What follows belongs to an exercise in optimizing a design on an open flow for small area; a production flow would make more cautious choices. The RTL was checked by simulation tests, not by an equivalence proof against the original design. Power is estimated from default activity; no workload was simulated.

Setup of oak:
==> flow/design.v <==
`timescale 1ns / 1ps
module spi_interface(
	input wire	       SCLK,
	input wire	       MOSI,
	input wire	       CSN,
	input wire	       rst_n,
	input wire         tap_e,
	input wire         tap_o,
	output reg	       MISO,
	output reg	       MISO_enable,
	output wire [15:0] set_hi,
	output wire [15:0] clr_hi,
	output wire [15:0] sel_lo,
	output wire [7:0]  ra,
	output wire        rq
);
	reg [5:0]  pos;       
	reg        rw;        
	reg [7:0]  radr;      
	reg [3:0]  ph;        
	reg        done;      
	reg [3:0]  e;         
	reg [7:0]  wadr;      
	reg [6:0]  z;         
	reg        co;        
	reg [15:0] sr;        
	reg [3:0]  k;         
	reg        wact;      
	reg        cact;      
	wire start    = (pos == 6'd0 || pos == 6'd34) && !CSN;
	wire in_data  = pos >= 6'd14 && pos <= 6'd29;    
	wire win_go   = rw && pos >= 6'd15 && pos <= 6'd30 && ph == 4'd0;
	wire rd_on    = !rw && pos >= 6'd14 && pos <= 6'd29;
	assign ra      = {radr[7:2], pos == 6'd7 ? MOSI : radr[1], pos == 6'd8 ? MOSI : radr[0]};
	assign rq      = e[3];
	wire ins_act = wact | win_go;
	wire ins_bit = sr[k];
	assign set_hi = (ins_act & ins_bit & done) ? (16'd1 << wadr[7:4]) : 16'd0;
	assign clr_hi = done ? (cact ? (16'd1 << wadr[7:4]) : 16'd0) : 16'hffff;
	assign sel_lo = done ? (16'd1 << wadr[3:0]) : 16'hffff;
	wire tap = ra[0] ? tap_o : tap_e;
	wire z0_in = (pos == 6'd7 ? tap_e : tap) & done;
	wire z1_in = (pos == 6'd8 && MOSI) ? co : z[0];
	wire rd_bit = e[2:0] == 3'd0 ? (tap & done) : z[e[2:0] - 3'd1];
	always @(posedge SCLK or negedge rst_n)
	begin
		if (rst_n == 1'b0) begin
			pos  <= 6'd0;
			ph   <= 4'd0;
			done <= 1'b0;
			wact <= 1'b0;
			cact <= 1'b0;
		end else begin
			if (start)
				pos <= 6'd1;
			else if (pos == 6'd0 || pos == 6'd34)
				pos <= 6'd0;
			else
				pos <= pos + 1'b1;
			ph <= ph + 1'b1;
			if (ph == 4'd13)
				done <= 1'b1;
			if (win_go)
				wact <= 1'b1;
			else if (ph == 4'd15)
				wact <= 1'b0;
			cact <= ins_act & !ins_bit;
		end
	end
	integer i;
	always @(posedge SCLK)
	begin
		if (start)
			rw <= MOSI;
		for (i = 0; i < 8; i = i + 1)
			if (pos == 6'd8 - i)
				radr[i] <= MOSI;
		if (pos == 6'd6)
			e <= ph;
		if (pos == 6'd14) begin
			k    <= ~ph;
			wadr <= radr;
		end
		sr <= {sr[14:0], in_data ? MOSI : sr[15]};
		z  <= {z[5:1], z1_in, z0_in};
		co <= tap_o & done;
	end
	always @(negedge SCLK or negedge rst_n)
	begin
		if (rst_n == 1'b0) begin
			MISO        <= 1'b0;
			MISO_enable <= 1'b0;
		end else begin
			MISO_enable <= rd_on;
			MISO        <= rd_on && rd_bit;
		end
	end
endmodule  
`timescale 1ns / 1ps
module register_array(
    input wire clk,
    input wire [15:0] set_hi,     
    input wire [15:0] clr_hi,     
    input wire [15:0] sel_lo,
    input wire [7:0] ra,          
    input wire rq,                
    output wire tap_e,            
    output wire tap_o             
);
wire [7:0] rl = 8'd1 << {rq, ra[7:6]};
wire [63:0] grp;
genvar g;
generate
    for (g = 0; g < 256; g = g + 1) begin : row
        reg [15:0] ring;
        always @(posedge clk) begin
            ring[0]    <= ~(ring[15] | (set_hi[g / 16] & sel_lo[g % 16]));
            ring[1]    <= ~(ring[0]  | (clr_hi[g / 16] & sel_lo[g % 16]));
            ring[15:2] <= ring[14:1];
        end
    end
    for (g = 0; g < 64; g = g + 1) begin : grp_or
        assign grp[g] = (rl[0] & row[g      ].ring[7])  | (rl[1] & row[g +  64].ring[7])  |
                        (rl[2] & row[g + 128].ring[7])  | (rl[3] & row[g + 192].ring[7])  |
                        (rl[4] & row[g      ].ring[15]) | (rl[5] & row[g +  64].ring[15]) |
                        (rl[6] & row[g + 128].ring[15]) | (rl[7] & row[g + 192].ring[15]);
    end
endgenerate
wire [3:0] v = grp[ra[5:2] * 4 +: 4];
assign tap_e = ra[1] ? v[2] : v[0];
assign tap_o = ra[1] ? v[3] : v[1];
endmodule
`timescale 1 ns / 1 ps 
module rst_syn(
    input wire clk,
    input wire rst_n,
    output reg rst_n_syn
);
reg out1;
always @(posedge clk or negedge rst_n)
begin
    if(rst_n == 0) begin
        out1 <= 1'b0;
        rst_n_syn <= 1'b0;
    end else begin
        out1 <= 1'b1;
        rst_n_syn <= out1;
    end
end
endmodule
`timescale 1ns / 1ps
module proj9_top(
	input wire  SCLK,
	input wire  MOSI,
	input wire  CSN,
	input wire  rst_n,
	output wire MISO,
	output wire MISO_enable
);
   wire         rst_n_syn;
   wire [15:0]  set_hi;
   wire [15:0]  clr_hi;
   wire [15:0]  sel_lo;
   wire [7:0]   ra;
   wire         rq;
   wire         tap_e;
   wire         tap_o;
   spi_interface cmd_interface(
		.SCLK(SCLK),
		.MOSI(MOSI),
		.CSN(CSN),
		.rst_n(rst_n_syn),
		.tap_e(tap_e),
		.tap_o(tap_o),
		.MISO(MISO),
		.MISO_enable(MISO_enable),
		.set_hi(set_hi),
		.clr_hi(clr_hi),
		.sel_lo(sel_lo),
		.ra(ra),
		.rq(rq)
	);
   register_array regi_modu(
		.clk(SCLK),
		.set_hi(set_hi),
		.clr_hi(clr_hi),
		.sel_lo(sel_lo),
		.ra(ra),
		.rq(rq),
		.tap_e(tap_e),
		.tap_o(tap_o)
   );
   rst_syn reset_s(
		.clk(SCLK),
		.rst_n(rst_n),
		.rst_n_syn(rst_n_syn)
   );
endmodule  
==> flow/config.mk <==
export PLATFORM = sky130hd
export DESIGN_NAME = proj9_top
export DESIGN_NICKNAME = proj9_top
export VERILOG_FILES = /design/flow/design.v
export SDC_FILE = /design/flow/constraint.sdc
export NUM_CORES = 8
export LEC_CHECK = 0
export CAP_MARGIN = 20
export CORE_MARGIN = 2
export CORE_UTILIZATION = 70
export CTS_BUF_LIST = sky130_fd_sc_hd__clkbuf_8
export CTS_CLUSTER_DIAMETER = 45
export CTS_CLUSTER_SIZE = 20
export SLEW_MARGIN = 20
==> flow/constraint.sdc <==
create_clock -name core_clock -period 10.0 [get_ports {SCLK}]
set_input_delay 2.0000 -clock core_clock [delete_from_list [all_inputs] [get_ports {SCLK}]]
set_output_delay 2.0000 -clock core_clock [all_outputs]
set_load 0.01 [all_outputs]
run.sh (not shown) runs the stock make flow with config.mk's settings and CLKGATE_MAP_FILE= SYNTH_SCRIPT=/design/flow/synth_recipe.tcl, a recipe that flattens the netlist after the stock synthesis.
#### Input delta (pine over oak)
# oak
export LEC_CHECK = 0
export CAP_MARGIN = 20
export CORE_MARGIN = 2
export CORE_UTILIZATION = 70
export CTS_BUF_LIST = sky130_fd_sc_hd__clkbuf_8
export CTS_CLUSTER_DIAMETER = 45
export CTS_CLUSTER_SIZE = 20
export SLEW_MARGIN = 20
create_clock -name core_clock -period 10.0 [get_ports {SCLK}]
# pine
export LEC_CHECK = 0
export CAP_MARGIN = 20
export CORE_MARGIN = 2
export CORE_UTILIZATION = 80
export CTS_BUF_LIST = sky130_fd_sc_hd__clkbuf_8
export CTS_CLUSTER_DIAMETER = 45
export CTS_CLUSTER_SIZE = 20
export PLACE_DENSITY = 0.85
export SLEW_MARGIN = 20
create_clock -name core_clock -period 10.0 [get_ports {SCLK}]
--- outcome ---
- Stage in which a tool error killed pine: clock tree synthesis (4_1_cts).
- Of oak and pine, the run reporting the higher y dimension of the die was oak.
- Diff pine..oak | maximum number of buffers from clock root to sink | negligible
- Total nets after synthesis: pine vs oak — no meaningful difference
- pine vs oak on effective utilization at floorplan: pine is the higher one.
- Between oak and pine, the flop and latch count out of synthesis does not differ in any meaningful way.
- Global placer's final weighted congestion in pine is about 12% above oak.
> inputs changed (pine -> birch)
# pine
export LEC_CHECK = 0
export CAP_MARGIN = 20
export CORE_MARGIN = 2
export CORE_UTILIZATION = 80
export CTS_BUF_LIST = sky130_fd_sc_hd__clkbuf_8
export CTS_CLUSTER_DIAMETER = 45
export CTS_CLUSTER_SIZE = 20
export PLACE_DENSITY = 0.85
export SLEW_MARGIN = 20
create_clock -name core_clock -period 10.0 [get_ports {SCLK}]
# birch
export LEC_CHECK = 0
export CAP_MARGIN = 5
export CORE_MARGIN = 2
export CORE_UTILIZATION = 75
export SLEW_MARGIN = 5
create_clock -name core_clock -period 10.0 [get_ports {SCLK}]
==> flow/flow/run.sh (new file) <==
#!/bin/bash
# Own layout flow: the standard ORFS flow (standard.sh) with two changes:
#  - synthesis maps the combinational logic with ABC's area-oriented default
#    mapping (flow/abc_map.script) instead of ORFS's delay-oriented script;
#    registers are mapped exactly as in the standard synthesis;
#  - clock tree synthesis inserts no dummy loads.
# ORFS writes each step's full log under orfs/logs/; make's output for each
# phase goes to logs/ here.
set -euo pipefail
W=$PWD
mkdir -p "$W/logs"
rm -rf "$W/scripts_mod"
cp -r "$FLOW_HOME/scripts" "$W/scripts_mod"
cp "$W/flow/abc_map.script" "$W/scripts_mod/abc_speed.script"
bash standard.sh SCRIPTS_DIR="$W/scripts_mod" synth > "$W/logs/synth.log" 2>&1
export CTS_ARGS="-sink_clustering_enable -repair_clock_nets -sink_clustering_size 20 -sink_clustering_max_diameter 45 -buf_list sky130_fd_sc_hd__clkbuf_8 -dont_use_dummy_load"
bash standard.sh finish > "$W/logs/finish.log" 2>&1
==> flow/flow/abc_map.script (new file) <==
strash
&get -n
&fraig -x
&put
scorr
dc2
strash
&get -n
&dch -f
&nf
&put
==> flow/standard.sh (new file) <==
#!/bin/bash
# synth_recipe.tcl (not shown) runs the flow's synth.tcl, then flattens the netlist and writes it again
# the make line also repeats each setting of config.mk as NAME=value (left out here)
make -C /OpenROAD-flow-scripts/flow DESIGN_CONFIG=/design/flow/config.mk WORK_HOME=/design/flow/orfs CLKGATE_MAP_FILE= SYNTH_SCRIPT=/design/flow/synth_recipe.tcl "${@:-finish}"
removed: flow/run.sh
Notes after the runs:
birch: full flow OK, the timing, DRC and antenna checks passed
Synthesized area (lower): birch
Compound-cell area share of the yosys netlist (lower): pine
Sequential cell area fraction in the yosys report is higher on birch
birch against pine; placed cell count is down slightly.
pine → birch: chip height increased by about 1.8% relative to the old numbers; starting utilization of the core area fell 5.5 points; synthesized cell count lower.
Summary of the comparison: count of unique library cells instantiated by Yosys is lower in birch, relative to pine.
Input changes introduced in maple (baseline for comparison: birch):
# birch
export LEC_CHECK = 0
export CAP_MARGIN = 5
export CORE_MARGIN = 2
export CORE_UTILIZATION = 75
export SLEW_MARGIN = 5
create_clock -name core_clock -period 10.0 [get_ports {SCLK}]
# maple
export LEC_CHECK = 0
export CAP_MARGIN = 20
export CORE_MARGIN = 2
export CORE_UTILIZATION = 70
export CTS_BUF_LIST = sky130_fd_sc_hd__clkbuf_4
export CTS_CLUSTER_DIAMETER = 30
export CTS_CLUSTER_SIZE = 10
export SLEW_MARGIN = 20
create_clock -name core_clock -period 10.0 [get_ports {SCLK}]
==> flow/run.sh (new file) <==
#!/bin/bash
# synth_recipe.tcl (not shown) runs the flow's synth.tcl, then flattens the netlist and writes it again
# the make line also repeats each setting of config.mk as NAME=value (left out here)
make -C /OpenROAD-flow-scripts/flow DESIGN_CONFIG=/design/flow/config.mk WORK_HOME=/design/flow/orfs CLKGATE_MAP_FILE= SYNTH_SCRIPT=/design/flow/synth_recipe.tcl finish
removed: flow/flow/run.sh
removed: flow/flow/abc_map.script
removed: flow/standard.sh
--- outcome ---
maple vs. birch: number of standard cells after synthesis now sits higher, multi-input logic area now sits higher, die area now sits higher.
Post-place instance area: maple > birch
Against birch, maple comes in 10 lower on number of stages on the worst setup path.
[compare] base=birch new=maple: number of nets still failing antenna checks after routing neither gained nor lost much, clock network fraction of total power picked up an extra 7.2 points, utilization lost 3.2 points, wire length of the first global-routing pass picked up an extra 16,000 um.
maple ended with less global-route total usage across every layer than birch.
Vias per cell of maple falls short of that of birch by a few percent.
